This design comes from an exercise in tuning for small area, a short achievable clock period and few clock cycles on the open sky130 flow, not from production work.
No run shown here included a check of the RTL's function; only the layout flow was run.
Power and IR drop assume default switching activity.

==> flow/design.v, too long to show whole: its modules and the start of the top module <==
// module booth_multiplier: 1330 lines
// module bm_gpn: 6 lines
// module bm_gpp: 6 lines
// module bm_gn: 5 lines
// module bm_gp: 5 lines
// module bm_fa: 6 lines
module booth_multiplier(clk, reset_n, multiplier, multiplicand, op_start, op_clear, op_done, result);
  // ...
==> flow/run.sh <==
#!/bin/bash
# synth_recipe.tcl (not shown) runs the flow's synth.tcl, then flattens the netlist and writes it again
# the make line also repeats each setting of config.mk as NAME=value (left out here)
make -C /OpenROAD-flow-scripts/flow DESIGN_CONFIG=/design/flow/config.mk WORK_HOME=/design/flow/orfs CLKGATE_MAP_FILE= SYNTH_SCRIPT=/design/flow/synth_recipe.tcl finish
==> flow/config.mk <==
export PLATFORM = sky130hd
export DESIGN_NAME = booth_multiplier
export DESIGN_NICKNAME = booth_multiplier
export VERILOG_FILES = /design/flow/design.v
export SDC_FILE = /design/flow/constraint.sdc
export NUM_CORES = 4
export LEC_CHECK = 0
export ABC_CLOCK_PERIOD_IN_PS = 2500
export CAP_MARGIN = 20
export CORE_MARGIN = 2
export CORE_UTILIZATION = 50
export PLACE_DENSITY = 0.65
export SLEW_MARGIN = 20
export SYNTH_HIERARCHICAL = 1
==> flow/constraint.sdc <==
create_clock -name core_clock -period 5.5 [get_ports {clk}]
set_input_delay 1.1000 -clock core_clock [delete_from_list [all_inputs] [get_ports {clk}]]
set_output_delay 1.1000 -clock core_clock [all_outputs]
set_load 0.01 [all_outputs]
==> run notes, run 1 <==
Status -> no timing/DRC/antenna violations
Sw Ratio -> 0.428
N_diodes -> 3
Min-delay worst type -> flop to flop
Inverters -> 81
Finished Layout Cells -> 3026
Tightest Pin Transition -> 1.10 ns
Critical Path Fanout Max -> 10
Core Region -> 46800 sq um
Number of global-route vias before repair -> 18200
WHS Path Cells -> 0
Chip width -> 222 um
Vias -> 17600
Sinks on Clock Net -> 292
Initial antenna violation count -> 4
Worst setup margin -> 1.85 ns
Post-synth ARST share -> 0.00685
Crit-path slowest cell -> o21ai_1
DR WL met2 -> 31400 um
First-pass GRT wire length -> 105000 um
GPL Wtd Cong -> 0.887
Num sequential -> 292
Starting Density -> 0.509
Kind of critical path -> flop to flop
Period utilisation layout -> 0.663
Die area -> 49400 sq um
Clock Power -> 2.50 mW
Relative slew slack -> 0.266
Met2 Use GR -> 0.436
R2r endpoint -> S[63]$_DFF_P_
CP cell instances -> ha_1 > nand2_1 > nor2_1 > nand2_1 > nor2_1 > buf_4 > nand2_1 > o21ai_1 > inv_1 > o21ai_1 > xnor2_1 > xnor2_1 > nand2_1 > a21oi_1
Pint -> 9.13 mW
Placed Area -> 26000 sq um
WL/cell -> 21.9 um
Hold Slack -> 0.444 ns
Area taken by multi-input logic gates -> 15700 sq um
# Post-CTS Setup Buffers -> 0
EDFF count, synth -> 64
Fin area -> 27300 sq um
Grt met1 use -> 0.381
Non-Clock Buffer Area Fraction -> 0.102
==> run 2, diff against run 1 <==
--- a/flow/config.mk
+++ b/flow/config.mk
@@ -12,2 +12,3 @@
 export PLACE_DENSITY = 0.65
+export SETUP_SLACK_MARGIN = 3.0
 export SLEW_MARGIN = 20
==> run 2 against run 1 <==
- global-route usage rose by 2.8 points
- die area did not move
- routed wire length rose by 14%
- synthesized cell count did not move
- worst hold slack got worse by 0.011 ns
- critical path depth fell by 6
- critical path type unchanged
- highest routed layer is now met5
- largest cell class unchanged
- sequential share of layout area fell by 2.2 points
==> run notes, run 2 <==
Layout area overhead -> 28.9% (was 14.7%)
YS warnings -> 7 (unchanged)
Clock power share -> 0.137 (was 0.157)
DRC Markers -> 0 (unchanged)
Nets -> 2958 (was 2859)
Layout cell share with drive strength beyond 1 -> 0.324 (was 0.121)
Period utilisation layout -> 0.509 (was 0.663)
Top_reg_cell synth -> dfxtp_1 (unchanged)
WL/cell -> 24.1 um (was 21.9 um)
Critical Path Fanout Max -> 3 (was 10)
CTS Buf Count -> 35 (unchanged)
Grt total ovfl -> 0 (unchanged)
Relative slew slack -> 0.284 (was 0.266)
Net Sw Power -> 7.42 mW (was 6.83 mW)
Tightest Pin Transition -> 1.07 ns (was 1.10 ns)
Total wire length -> 75500 um (was 66200 um)
Post-synth ARST share -> 0.00685 (unchanged)
Status -> no timing/DRC/antenna violations (unchanged)
Number of global-route vias before repair -> 19000 (was 18200)
EDFF count, synth -> 64 (unchanged)
R2R setup slack -> 2.70 ns (was 1.85 ns)
# setup viols final -> 0 (unchanged)
PwrDens -> 564 nW/um^2 (was 585 nW/um^2)
1st-pass router iterations -> 6 (was 7)
Number of flip-flops in the largest register -> 66 (unchanged)
Vias -> 18700 (was 17600)
Worst path arrival time -> 3.26 ns (was 4.13 ns)
Reg2reg path depth -> 8 (was 14)
Die area -> 49400 sq um (unchanged)
IO Pins -> 261 (unchanged)
PortBufs -> 260 (unchanged)
Core Region -> 46800 sq um (unchanged)
H-tree levels -> 2 (unchanged)
Commonest cells post-synth -> xnor2_1, fa_1, a22oi_1 (unchanged)
GPL Wtd Cong -> 0.874 (was 0.887)
Most frequent cells in the layout -> xnor2_1, a22oi_1, fa_1, nand2_1, dfxtp_1 (was xnor2_1, clkdlybuf4s50_1, fa_1, a22oi_1, dfxtp_1)
Placed Area -> 26500 sq um (was 26000 sq um)
Final min period -> 2.80 ns (was 3.65 ns)
Max-Cap Viols -> 0 (unchanged)
Largest regs -> S x66, a x64, rlo x64 (unchanged)
RSZ-0062 raised after global routing -> true (was false)
Overall routing resource usage -> 0.297 (was 0.269)
Longest Clk Path Bufs -> 3 (unchanged)
Kind of critical path -> flop to flop (unchanged)
Most common cell in the netlist -> xnor2_1 (unchanged)
Reg with most FFs -> S (unchanged)
Syn_area_per_cell -> 10.2 sq um (unchanged)
Seq pwr share -> 0.209 (was 0.234)
Post-DRT Antenna Nets -> 0 (unchanged)
Leak -> 11.9 nW (was 10.4 nW)
Fin area -> 30700 sq um (was 27300 sq um)
Worst R2R Start -> one[0]$_DFF_P_ (was S[23]$_DFF_P_)
HPWL after DPL -> 49800 um (was 49400 um)
Post-Syn Area -> 23800 sq um (unchanged)
Peak VDD IR -> 0.280 mV (was 0.291 mV)
Min-delay worst type -> flop to flop (unchanged)
Area leader, netlist -> fa_1 (unchanged)
Initial antenna violation count -> 8 (was 4)
Overall power -> 17.3 mW (was 16.0 mW)
Worst Setup SP -> one[0]$_DFF_P_ (was S[23]$_DFF_P_)
Worst clock skew -> 0.0182 ns (was 0.0139 ns)
Sw Ratio -> 0.429 (was 0.428)
Setup TNS -> 0 ns (unchanged)
Yosys reg bits -> 292 (unchanged)
Setup crit end kind -> flop (unchanged)
CP startpoint kind -> flop (unchanged)
Sinks on Clock Net -> 292 (unchanged)
Worst-path clk slew -> 0.07 ns (was 0.06 ns)
Pin count of the biggest net entering global routing -> 65 (was 96)
Comb power frac -> 0.654 (was 0.610)
Commonest non-fill, non-tap cell in the layout -> xnor2_1 (unchanged)
Starting Density -> 0.509 (unchanged)
Post-Syn Instances -> 2329 (unchanged)
Top cells by area, synth -> fa_1, dfxtp_1, xnor2_1 (unchanged)
Synth top area share -> 0.218 (unchanged)
Fmax -> 0.357 GHz (was 0.274 GHz)
Register area share after synthesis -> 0.273 (unchanged)
R2r endpoint -> C[44]$_SDFF_PN0_ (was S[63]$_DFF_P_)
First-pass GRT wire length -> 114000 um (was 105000 um)
Clk Tree Root Cell -> clkbuf_16 (unchanged)
CP endpoint -> C[44]$_SDFF_PN0_ (was S[63]$_DFF_P_)
Final Hold Vio Count -> 0 (unchanged)
Count of pins over their slew limit -> 0 (unchanged)
Pint -> 9.87 mW (was 9.13 mW)
Initial DRC count -> 1536 (was 1652)
Die span in y -> 222 um (unchanged)
Chip width -> 222 um (unchanged)
Clock latency (worst-skew pair) -> 0.57 ns (was 0.56 ns)
Row count -> 79 (unchanged)
Yosys cell types -> 60 (unchanged)
CTS tree -> done (unchanged)
Worst EP required -> 5.96 ns (was 5.98 ns)
Vias per cell -> 5.98 (was 5.83)
-- run 2: cells by family after synthesis --
kind of cell | after synthesis | synth area share
muxes | 14 | 0.00615
DFF | 292 | 0.273
other | 1 | 0.000158
buffers and inverters | 344 | 0.0695
adders and majority gates | 337 | 0.259
AOI/OAI and AO/OA | 615 | 0.196
and+or+nand+nor | 390 | 0.0732
xor gates and xnor gates | 336 | 0.124
-- run 2: worst min-delay path by stage --
stage	startpoint	to	slack, ns	depth (start not counted)
after CTS	rlo[33]$_DFFE_PN_	rlo[25]$_DFFE_PN_	0.44	0
after global routing	rlo[12]$_DFFE_PN_	rlo[4]$_DFFE_PN_	0.45	0
after detailed placement	rlo[27]$_DFFE_PN_	rlo[19]$_DFFE_PN_	0.43	0
after global placement	rlo[20]$_DFFE_PN_	rlo[12]$_DFFE_PN_	0.43	0
final	rlo[33]$_DFFE_PN_	rlo[25]$_DFFE_PN_	0.43	0
after floorplan	rlo[8]$_DFFE_PN_	rlo[0]$_DFFE_PN_	0.50	0
-- run 2: what timing repair did --
action | 4_1_cts | 5_1_grt
endpoints found under the setup margin | 289 | 133
pin swaps | 48 | 131
gates cloned | 5 | 4
setup buffers | 54 | 41
hold buffers | 0 | 0
resized for setup | 361 | 233
-- run 2: per-layer routing --
layer / GRT usage / vias up / part of all wire
li1: - / 8276 / -
met1: 0.396 / 9477 / 0.41
met2: 0.490 / 806 / 0.49
met3: 0.0545 / 145 / 0.073
met4: 0.0955 / 4 / 0.028
met5: 0 / - / 0.00036
-- run 2: through the flow --
step,instances,util,hold slack [ns],worst slack (ns)
2_1_floorplan,2332,-,0.499,2.87
4_1_cts,3077,0.624,0.438,2.74
6_report,3128,0.656,0.433,2.70
5_1_grt,3127,0.656,0.447,2.64
3_3_place_gp,2955,0.567,0.429,1.87
3_5_place_dp,2955,0.567,0.434,1.85
-- run 2: worst max-delay path, stage by stage, from the launching register on --
cell and delay [ns]:
dfxtp_4 0.38, buf_12 0.14, buf_6 0.13, a22oi_2 0.24, xnor2_2 0.16, fa_1 0.47
fa_1 0.55, fa_2 0.45, and3_1 0.17
-- run 2: final cells by class --
cell class,count,area [sq um]
Multi-Input combinational cell,1697,17700
Fill cell,3583,16100
Clock buffer,48,975
Inverter,81,324
Sequential cell,292,6650
Antenna cell,6,15.0
Tap cell,607,759
Timing Repair Buffer,382,4070
Clock inverter,15,195
-- run 2: power by group through the flow --
stage / combinational (mW) / sequential, mW / clock (mW)
after floorplan: 7.08 / 3.36 / 0
final: 11.3 / 3.61 / 2.38
after global placement: 9.42 / 3.77 / 0
after global routing: 12.5 / 3.68 / 2.52
after detailed placement: 9.66 / 3.79 / 0
after CTS: 10.4 / 3.59 / 2.42
-- run 2: modules after synthesis, one instance, submodules excluded --
module | cells | area, sq um
bm_fa | 1 | 20.0
bm_gn | 1 | 8.76
bm_gp | 1 | 5.00
bm_gpn | 2 | 12.5
bm_gpp | 2 | 12.5
booth_multiplier | 1725 | 16400
==> run 3, diff against run 2 <==
--- a/flow/config.mk
+++ b/flow/config.mk
@@ -12,3 +12,3 @@
 export PLACE_DENSITY = 0.65
-export SETUP_SLACK_MARGIN = 3.0
+export SETUP_SLACK_MARGIN = 2.5
 export SLEW_MARGIN = 20
==> run 3 against run 2 <==
- critical endpoint is now S[43]$_DFF_P_
- largest power group unchanged
- largest cell class unchanged
- sequential power shrank 1%
- non-clock buffer count shrank 58
- clock skew shrank 0.0014 ns
- setup slack lost 0.14 ns
- die area is the same
- highest routed layer is now met4
==> run notes, run 3 <==
Status -> no timing/DRC/antenna violations (unchanged)
RSZ-0062 raised after global routing -> true (unchanged)
Worst path arrival time -> 3.35 ns (was 3.26 ns)
Count of pins over their slew limit -> 0 (unchanged)
Crit-path slowest cell -> dfxtp_4 (was fa_1)
Final Hold Vio Count -> 0 (unchanged)
Nets -> 2900 (was 2958)
Setup crit end kind -> flop (unchanged)
IO Pins -> 261 (unchanged)
Number of global-route vias before repair -> 18700 (was 19000)
Final min period -> 2.94 ns (was 2.80 ns)
DP Worst Slack -> 1.84 ns (was 1.85 ns)
Synth top area share -> 0.218 (unchanged)
CP startpoint kind -> flop (unchanged)
Leak -> 10.7 nW (was 11.9 nW)
Top cells by area, synth -> fa_1, dfxtp_1, xnor2_1 (unchanged)
Chip width -> 222 um (unchanged)
Max-Cap Viols -> 0 (unchanged)
Commonest non-fill, non-tap cell in the layout -> xnor2_1 (unchanged)
Vias -> 18300 (was 18700)
Tightest Pin Transition -> 0.814 ns (was 1.07 ns)
Post-Syn Instances -> 2329 (unchanged)
Worst path max stage delay -> 0.62 ns (was 0.55 ns)
Starting Density -> 0.509 (unchanged)
Critical Path Fanout Max -> 27 (was 3)
Number of flip-flops in the largest register -> 66 (unchanged)
Overall routing resource usage -> 0.286 (was 0.297)
Yosys reg bits -> 292 (unchanged)
Fmax -> 0.340 GHz (was 0.357 GHz)
Most frequent cells in the layout -> xnor2_1, clkdlybuf4s50_1, fa_1, a22oi_1, dfxtp_1 (was xnor2_1, a22oi_1, fa_1, nand2_1, dfxtp_1)
Initial DRC count -> 1704 (was 1536)
Final core utilization -> 0.599 (was 0.656)
Clk Tree Root Cell -> clkbuf_16 (unchanged)
Relative slew slack -> 0.457 (was 0.284)
Longest Clk Path Bufs -> 3 (unchanged)
Peak VDD IR -> 0.262 mV (was 0.280 mV)
Worst clock skew -> 0.0168 ns (was 0.0182 ns)
Syn_area_per_cell -> 10.2 sq um (unchanged)
H-tree levels -> 2 (unchanged)
Top cell by count, worst path -> fa_1 (unchanged)
Min-delay worst type -> flop to flop (unchanged)
Post-DRT Antenna Nets -> 0 (unchanged)
Die area -> 49400 sq um (unchanged)
Placed Area -> 26000 sq um (was 26500 sq um)
Register area share after synthesis -> 0.273 (unchanged)
First-pass GRT wire length -> 110000 um (was 114000 um)
Post-Syn Area -> 23800 sq um (unchanged)
Post-synth ARST share -> 0.00685 (unchanged)
CP cell instances -> buf_4 > a22oi_1 > xnor2_1 > fa_1 > fa_1 > fa_1 > nor2_1 > a211oi_1 (was buf_12 > buf_6 > a22oi_2 > xnor2_2 > fa_1 > fa_1 > fa_2 > and3_1)
Yosys cell types -> 60 (unchanged)
CTS Buf Count -> 36 (was 35)
YS warnings -> 7 (unchanged)
Total wire length -> 71400 um (was 75500 um)
DRC Markers -> 0 (unchanged)
HPWL after DPL -> 50000 um (was 49800 um)
EDFF count, synth -> 64 (unchanged)
1st-pass router iterations -> 6 (unchanged)
Period utilisation layout -> 0.534 (was 0.509)
Row count -> 79 (unchanged)
Vias per cell -> 5.98 (about the same)
Worst-path clk slew -> 0.06 ns (was 0.07 ns)
# setup viols final -> 0 (unchanged)
Area leader, netlist -> fa_1 (unchanged)
CTS tree -> done (unchanged)
Commonest cells post-synth -> xnor2_1, fa_1, a22oi_1 (unchanged)
Most common cell in the netlist -> xnor2_1 (unchanged)
Reg with most FFs -> S (unchanged)
Die span in y -> 222 um (unchanged)
WL/cell -> 23.3 um (was 24.1 um)
Setup TNS -> 0 ns (unchanged)
Top_reg_cell synth -> dfxtp_1 (unchanged)
Kind of cell adding the most delay to the critical path -> adder cells (unchanged)
Grt total ovfl -> 0 (unchanged)
Core Region -> 46800 sq um (unchanged)
Post-CTS Hold Buffers -> 0 (unchanged)
GPL Wtd Cong -> 0.908 (was 0.874)
Clock latency (worst-skew pair) -> 0.57 ns (about the same)
Layout area overhead -> 17.6% (was 28.9%)
Layout cell share with drive strength beyond 1 -> 0.144 (was 0.324)
PwrDens -> 580 nW/um^2 (was 564 nW/um^2)
Hold Slack -> 0.440 ns (was 0.433 ns)
Worst setup margin -> 2.56 ns (was 2.70 ns)
Initial antenna violation count -> 1 (was 8)
Fin area -> 28000 sq um (was 30700 sq um)
Pin count of the biggest net entering global routing -> 65 (unchanged)
Sinks on Clock Net -> 292 (unchanged)
Largest regs -> S x66, a x64, rlo x64 (unchanged)
Worst Path Buf+Inv -> 1 (was 2)
PortBufs -> 260 (unchanged)
Kind of critical path -> flop to flop (unchanged)
Worst EP required -> 5.91 ns (was 5.96 ns)
## run 3: cell counts after synthesis
Identical to the previous run, type by type.
## run 3: cell families (layout without fill, tap and decap cells)
group / Yosys count / in the layout / synth area share
other: 1 / 5 / 0.000158
DFF: 292 / 292 / 0.273
adders and majority gates: 337 / 337 / 0.259
xor gates and xnor gates: 336 / 336 / 0.124
buffers and inverters: 344 / 470 / 0.0695
AOI/OAI and AO/OA: 615 / 615 / 0.196
and+or+nand+nor: 390 / 390 / 0.0732
muxes: 14 / 14 / 0.00615
## run 3: area by class of cell
class / count / area, sq um
antenna: 1 / 2.50
clock buffer: 46 / 968
timing repair buffer: 324 / 3350
multi-input combinational: 1696 / 15800
tap: 607 / 759
fill: 3960 / 18800
inverter: 81 / 313
sequential: 292 / 6550
clock inverter: 19 / 224
## run 3: modules after synthesis (local to each module, per instance)
module	flip-flops and latches	times used	cells inside
bm_fa	0	257	1
bm_gpn	0	87	2
booth_multiplier	292	1	1725
bm_gn	0	34	1
bm_gpp	0	53	2
bm_gp	0	33	1
## run 3: final timing paths
kind	startpoint	endpoint	slack (ns)	cells after the start
worst max-delay path	two[3]$_DFF_P_	S[43]$_DFF_P_	2.56	8
worst min-delay path	rlo[50]$_DFFE_PN_	rlo[42]$_DFFE_PN_	0.44	0
worst max register to register	two[3]$_DFF_P_	S[43]$_DFF_P_	2.56	8
worst min register to register	rlo[50]$_DFFE_PN_	rlo[42]$_DFFE_PN_	0.44	0
max in group asynchronous	reset_n	run$_DFF_PN0_	4.66	1
min in group asynchronous	reset_n	run$_DFF_PN0_	0.71	1
## run 3: worst register-to-register path: stages, from the launching register on
cell	delay [ns]
dfxtp_4	0.62
buf_4	0.30
a22oi_1	0.10
xnor2_1	0.17
fa_1	0.42
fa_1	0.48
fa_1	0.37
nor2_1	0.24
a211oi_1	0.08
## run 3: through the flow
step / cells / power (mW)
finish: 3066 / 16.2
floorplan: 2332 / 10.2
global placement: 2960 / 13.3
global route: 3066 / 17.6
detailed placement: 2960 / 13.4
CTS: 3043 / 16.1
## run 3: routing by layer
metal / vias to the layer above / GRT usage / wire length (um)
met5: - / 0 / 0
met4: 0 / 0.0763 / 1730
met3: 114 / 0.0426 / 5530
met2: 834 / 0.462 / 33600
met1: 9223 / 0.402 / 30600
li1: 8150 / - / -
## run 3: timing repair
action	CTS	global route
pin swaps	2	2
endpoints found under the setup margin	134	107
buffers inserted	18	22
gates resized for setup	24	34
## run 3: power breakdown
| part | switching [mW] | internal (mW) |
|---|---|---|
| sequential | 0.686 | 2.88 |
| clock | 1.00 | 1.41 |
| combinational | 5.35 | 4.91 |
| total | 7.04 | 9.20 |
==> run 4, diff against run 3 <==
--- a/flow/config.mk
+++ b/flow/config.mk
@@ -12,3 +12,3 @@
 export PLACE_DENSITY = 0.65
-export SETUP_SLACK_MARGIN = 2.5
+export SETUP_SLACK_MARGIN = 2.2
 export SLEW_MARGIN = 20
==> run 4 against run 3 <==
- cell count down 1.1%
- die area did not move
- critical path depth down 1
- routed wire length shrank 4.9%
- via count is 2.5% lower
- sequential cell count did not move
- critical endpoint is now C[2]$_SDFF_PN0_
- largest cell class unchanged
==> run notes, run 4 <==
PortBufs -> 260 (unchanged)
R2R setup slack -> 2.33 ns (was 2.56 ns)
Die area -> 49400 sq um (unchanged)
Hold Slack -> 0.444 ns (was 0.440 ns)
Post-Syn Instances -> 2329 (unchanged)
Critical Path Fanout Max -> 50 (was 27)
EDFF count, synth -> 64 (unchanged)
Grt total ovfl -> 0 (unchanged)
Syn_area_per_cell -> 10.2 sq um (unchanged)
Most frequent cells in the layout -> xnor2_1, clkdlybuf4s50_1, fa_1, a22oi_1, dfxtp_1 (unchanged)
HPWL after DPL -> 49800 um (was 50000 um)
Chip width -> 222 um (unchanged)
Initial antenna violation count -> 4 (was 1)
H-tree levels -> 2 (unchanged)
Layout area overhead -> 15.4% (was 17.6%)
Max-Cap Viols -> 0 (unchanged)
Nets -> 2863 (was 2900)
CTS tree -> done (unchanged)
RSZ-0062 raised after global routing -> true (unchanged)
Clk Tree Root Cell -> clkbuf_16 (unchanged)
Top cells by area, synth -> fa_1, dfxtp_1, xnor2_1 (unchanged)
Worst setup margin -> 2.33 ns (was 2.56 ns)
Commonest cells post-synth -> xnor2_1, fa_1, a22oi_1 (unchanged)
Number of flip-flops in the largest register -> 66 (unchanged)
Worst-path clk slew -> 0.06 ns (about the same)
Area leader, netlist -> fa_1 (unchanged)
DP Worst Slack -> 1.95 ns (was 1.84 ns)
Kind of critical path -> flop to flop (unchanged)
Pin count of the biggest net entering global routing -> 66 (was 65)
First-pass GRT wire length -> 107000 um (was 110000 um)
Reg with most FFs -> S (unchanged)
Register area share after synthesis -> 0.273 (unchanged)
Period utilisation layout -> 0.576 (was 0.534)
Vias per cell -> 5.89 (was 5.98)
CTS Buf Count -> 35 (was 36)
Top_reg_cell synth -> dfxtp_1 (unchanged)
Post-synth ARST share -> 0.00685 (unchanged)
PwrDens -> 584 nW/um^2 (was 580 nW/um^2)
GPL Wtd Cong -> 0.866 (was 0.908)
Status -> no timing/DRC/antenna violations (unchanged)
Peak VDD IR -> 0.269 mV (was 0.262 mV)
Count of pins over their slew limit -> 0 (unchanged)
WHS Path Cells -> 0 (unchanged)
Vias -> 17900 (was 18300)
Starting Density -> 0.509 (unchanged)
Worst EP required -> 5.95 ns (was 5.91 ns)
Final Hold Vio Count -> 0 (unchanged)
Commonest non-fill, non-tap cell in the layout -> xnor2_1 (unchanged)
Row count -> 79 (unchanged)
Leak -> 10.5 nW (was 10.7 nW)
Post-Syn Area -> 23800 sq um (unchanged)
CP startpoint kind -> flop (unchanged)
Clock latency (worst-skew pair) -> 0.57 ns (about the same)
Final min period -> 3.17 ns (was 2.94 ns)
Number of global-route vias before repair -> 18500 (was 18700)
Cell Count Post-Placement -> 2958 (was 2960)
Worst path arrival time -> 3.63 ns (was 3.35 ns)
Layout cell share with drive strength beyond 1 -> 0.127 (was 0.144)
Largest regs -> S x66, a x64, rlo x64 (unchanged)
IO Pins -> 261 (unchanged)
Sinks on Clock Net -> 292 (unchanged)
Setup TNS -> 0 ns (unchanged)
WL/cell -> 22.4 um (was 23.3 um)
Most common cell in the netlist -> xnor2_1 (unchanged)
YS warnings -> 7 (unchanged)
Overall routing resource usage -> 0.276 (was 0.286)
Fillers -> 3984 (was 3960)
1st-pass router iterations -> 6 (unchanged)
Placed Area -> 26000 sq um (about the same)
Min-delay worst type -> flop to flop (unchanged)
Core Region -> 46800 sq um (unchanged)
Setup crit end kind -> flop (unchanged)
DRC Markers -> 0 (unchanged)
Post-CTS Hold Buffers -> 0 (unchanged)
Reg2reg path depth -> 7 (was 8)
Fmax -> 0.315 GHz (was 0.340 GHz)
Yosys reg bits -> 292 (unchanged)
Yosys cell types -> 60 (unchanged)
Synth top area share -> 0.218 (unchanged)
Die span in y -> 222 um (unchanged)
Post-DRT Antenna Nets -> 0 (unchanged)
# setup viols final -> 0 (unchanged)
Total wire length -> 67900 um (was 71400 um)
Tightest Pin Transition -> 0.886 ns (was 0.814 ns)
Longest Clk Path Bufs -> 3 (unchanged)
Initial DRC count -> 1512 (was 1704)
Fin area -> 27500 sq um (was 28000 sq um)
Relative slew slack -> 0.409 (was 0.457)
Finished Layout Cells -> 3032 (was 3066)
Worst clock skew -> 0.0176 ns (was 0.0168 ns)
==> run 4: cell counts after synthesis <==
Identical to the previous run, type by type.
==> run 4: power by group <==
group / switching, mW / total [mW] / internal (mW)
sequential: 0.773 / 3.66 / 2.88
clock: 1.02 / 2.45 / 1.43
combinational: 5.13 / 9.92 / 4.78
total: 6.93 / 16.0 / 9.10
==> run 4: logic make-up (layout without fill, tap and decap cells) <==
family | Yosys count | after routing | synth area share
AOI/OAI and AO/OA | 615 | 615 | 0.196
xor gates and xnor gates | 336 | 336 | 0.124
other | 1 | 8 | 0.000158
adders and majority gates | 337 | 337 | 0.259
DFF | 292 | 292 | 0.273
muxes | 14 | 14 | 0.00615
buffers and inverters | 344 | 433 | 0.0695
and+or+nand+nor | 390 | 390 | 0.0732
==> run 4: repair_timing <==
item	4_1_cts	5_1_grt
buffers inserted	4	2
gates resized for setup	11	15
setup endpoints to repair	100	37
pin swaps	0	1
==> run 4: critical path, cell delays in order, from the launching register on <==
cell     delay [ns]
dfxtp_4        0.74
buf_4          0.33
a22oi_1        0.11
xnor2_1        0.17
fa_1           0.50
fa_1           0.60
fa_1           0.42
and3_1         0.19
==> run 4: worst paths after layout <==
path                                        start           endpoint
min in group asynchronous                 reset_n      run$_DFF_PN0_
worst min register to register  rlo[35]$_DFFE_PN_  rlo[27]$_DFFE_PN_
worst max register to register     two[2]$_DFF_P_    C[2]$_SDFF_PN0_
worst min-delay path            rlo[35]$_DFFE_PN_  rlo[27]$_DFFE_PN_
max in group asynchronous                 reset_n      run$_DFF_PN0_
worst max-delay path               two[2]$_DFF_P_    C[2]$_SDFF_PN0_
==> run 4: per-module statistics from Yosys (local to each module, per instance) <==
module / copies in the design / cells inside
bm_gp: 33 / 1
bm_gn: 34 / 1
bm_gpn: 87 / 2
booth_multiplier: 1 / 1725
bm_fa: 257 / 1
bm_gpp: 53 / 2
==> run 4: final cells by class <==
type	count	area, sq um	share of cell area
Antenna cell	4	10.0	0.000364
Clock buffer	42	942	0.0343
Clock inverter	22	272	0.00989
Inverter	81	310	0.0113
Multi-Input combinational cell	1696	15700	0.572
Sequential cell	292	6540	0.238
Tap cell	607	759	0.0277
Timing Repair Buffer	288	2920	0.106
==> run 4: per-stage QoR <==
step | power, mW | utilization
floorplan | 10.2 | -
global placement | 13.2 | 0.557
detailed placement | 13.5 | 0.557
CTS | 16.1 | 0.585
global route | 17.4 | 0.587
finish | 16.0 | 0.587
==> run 4: routing by layer <==
layer	up-vias	GRT usage	routed length (um)
met4	0	0.0745	1750
met1	8944	0.382	29100
li1	8086	-	-
met2	731	0.444	31900
met3	99	0.0520	5180
met5	-	0	0

static timing again, ports no longer ideal:
No port has a modelled driver above. Below, the same layouts with a new extraction and two added sets of constraints.
Step 1 sets driving cells, clkbuf_16 on the clock port and buf_2 on the other inputs (assumed; they add their load-dependent delay and slew).
Step 2 times the ports against the registers' clock, not the clock port: input delays grow and output delays shrink by t, the midpoint of the rising clock arrivals with the driver on.
Three values: ideal, step 1, step 2; two values: the first two.
| run | t (ns) | setup WS [ns] | clock arrival spread, ns | worst register clock-pin slew, ns | pins driven straight from the clock port |
|---|---|---|---|---|---|
| run 1 | 0.612 | 1.853 / 1.853 / 1.853 | 0.014 / 0.014 | 0.06 / 0.06 | 1 |
| run 2 | 0.614 | 2.700 / 2.700 / 2.517 | 0.018 / 0.018 | 0.07 / 0.07 | 1 |
| run 3 | 0.614 | 2.562 / 2.562 / 2.562 | 0.017 / 0.018 | 0.06 / 0.06 | 1 |
| run 4 | 0.614 | 2.330 / 2.330 / 2.330 | 0.018 / 0.018 | 0.06 / 0.06 | 1 |
After both steps setup and hold are still met in every run listed. For run 2, which loses most, drivers alone change the setup slack by 0.000 ns; drivers and shift together by -0.183 ns.
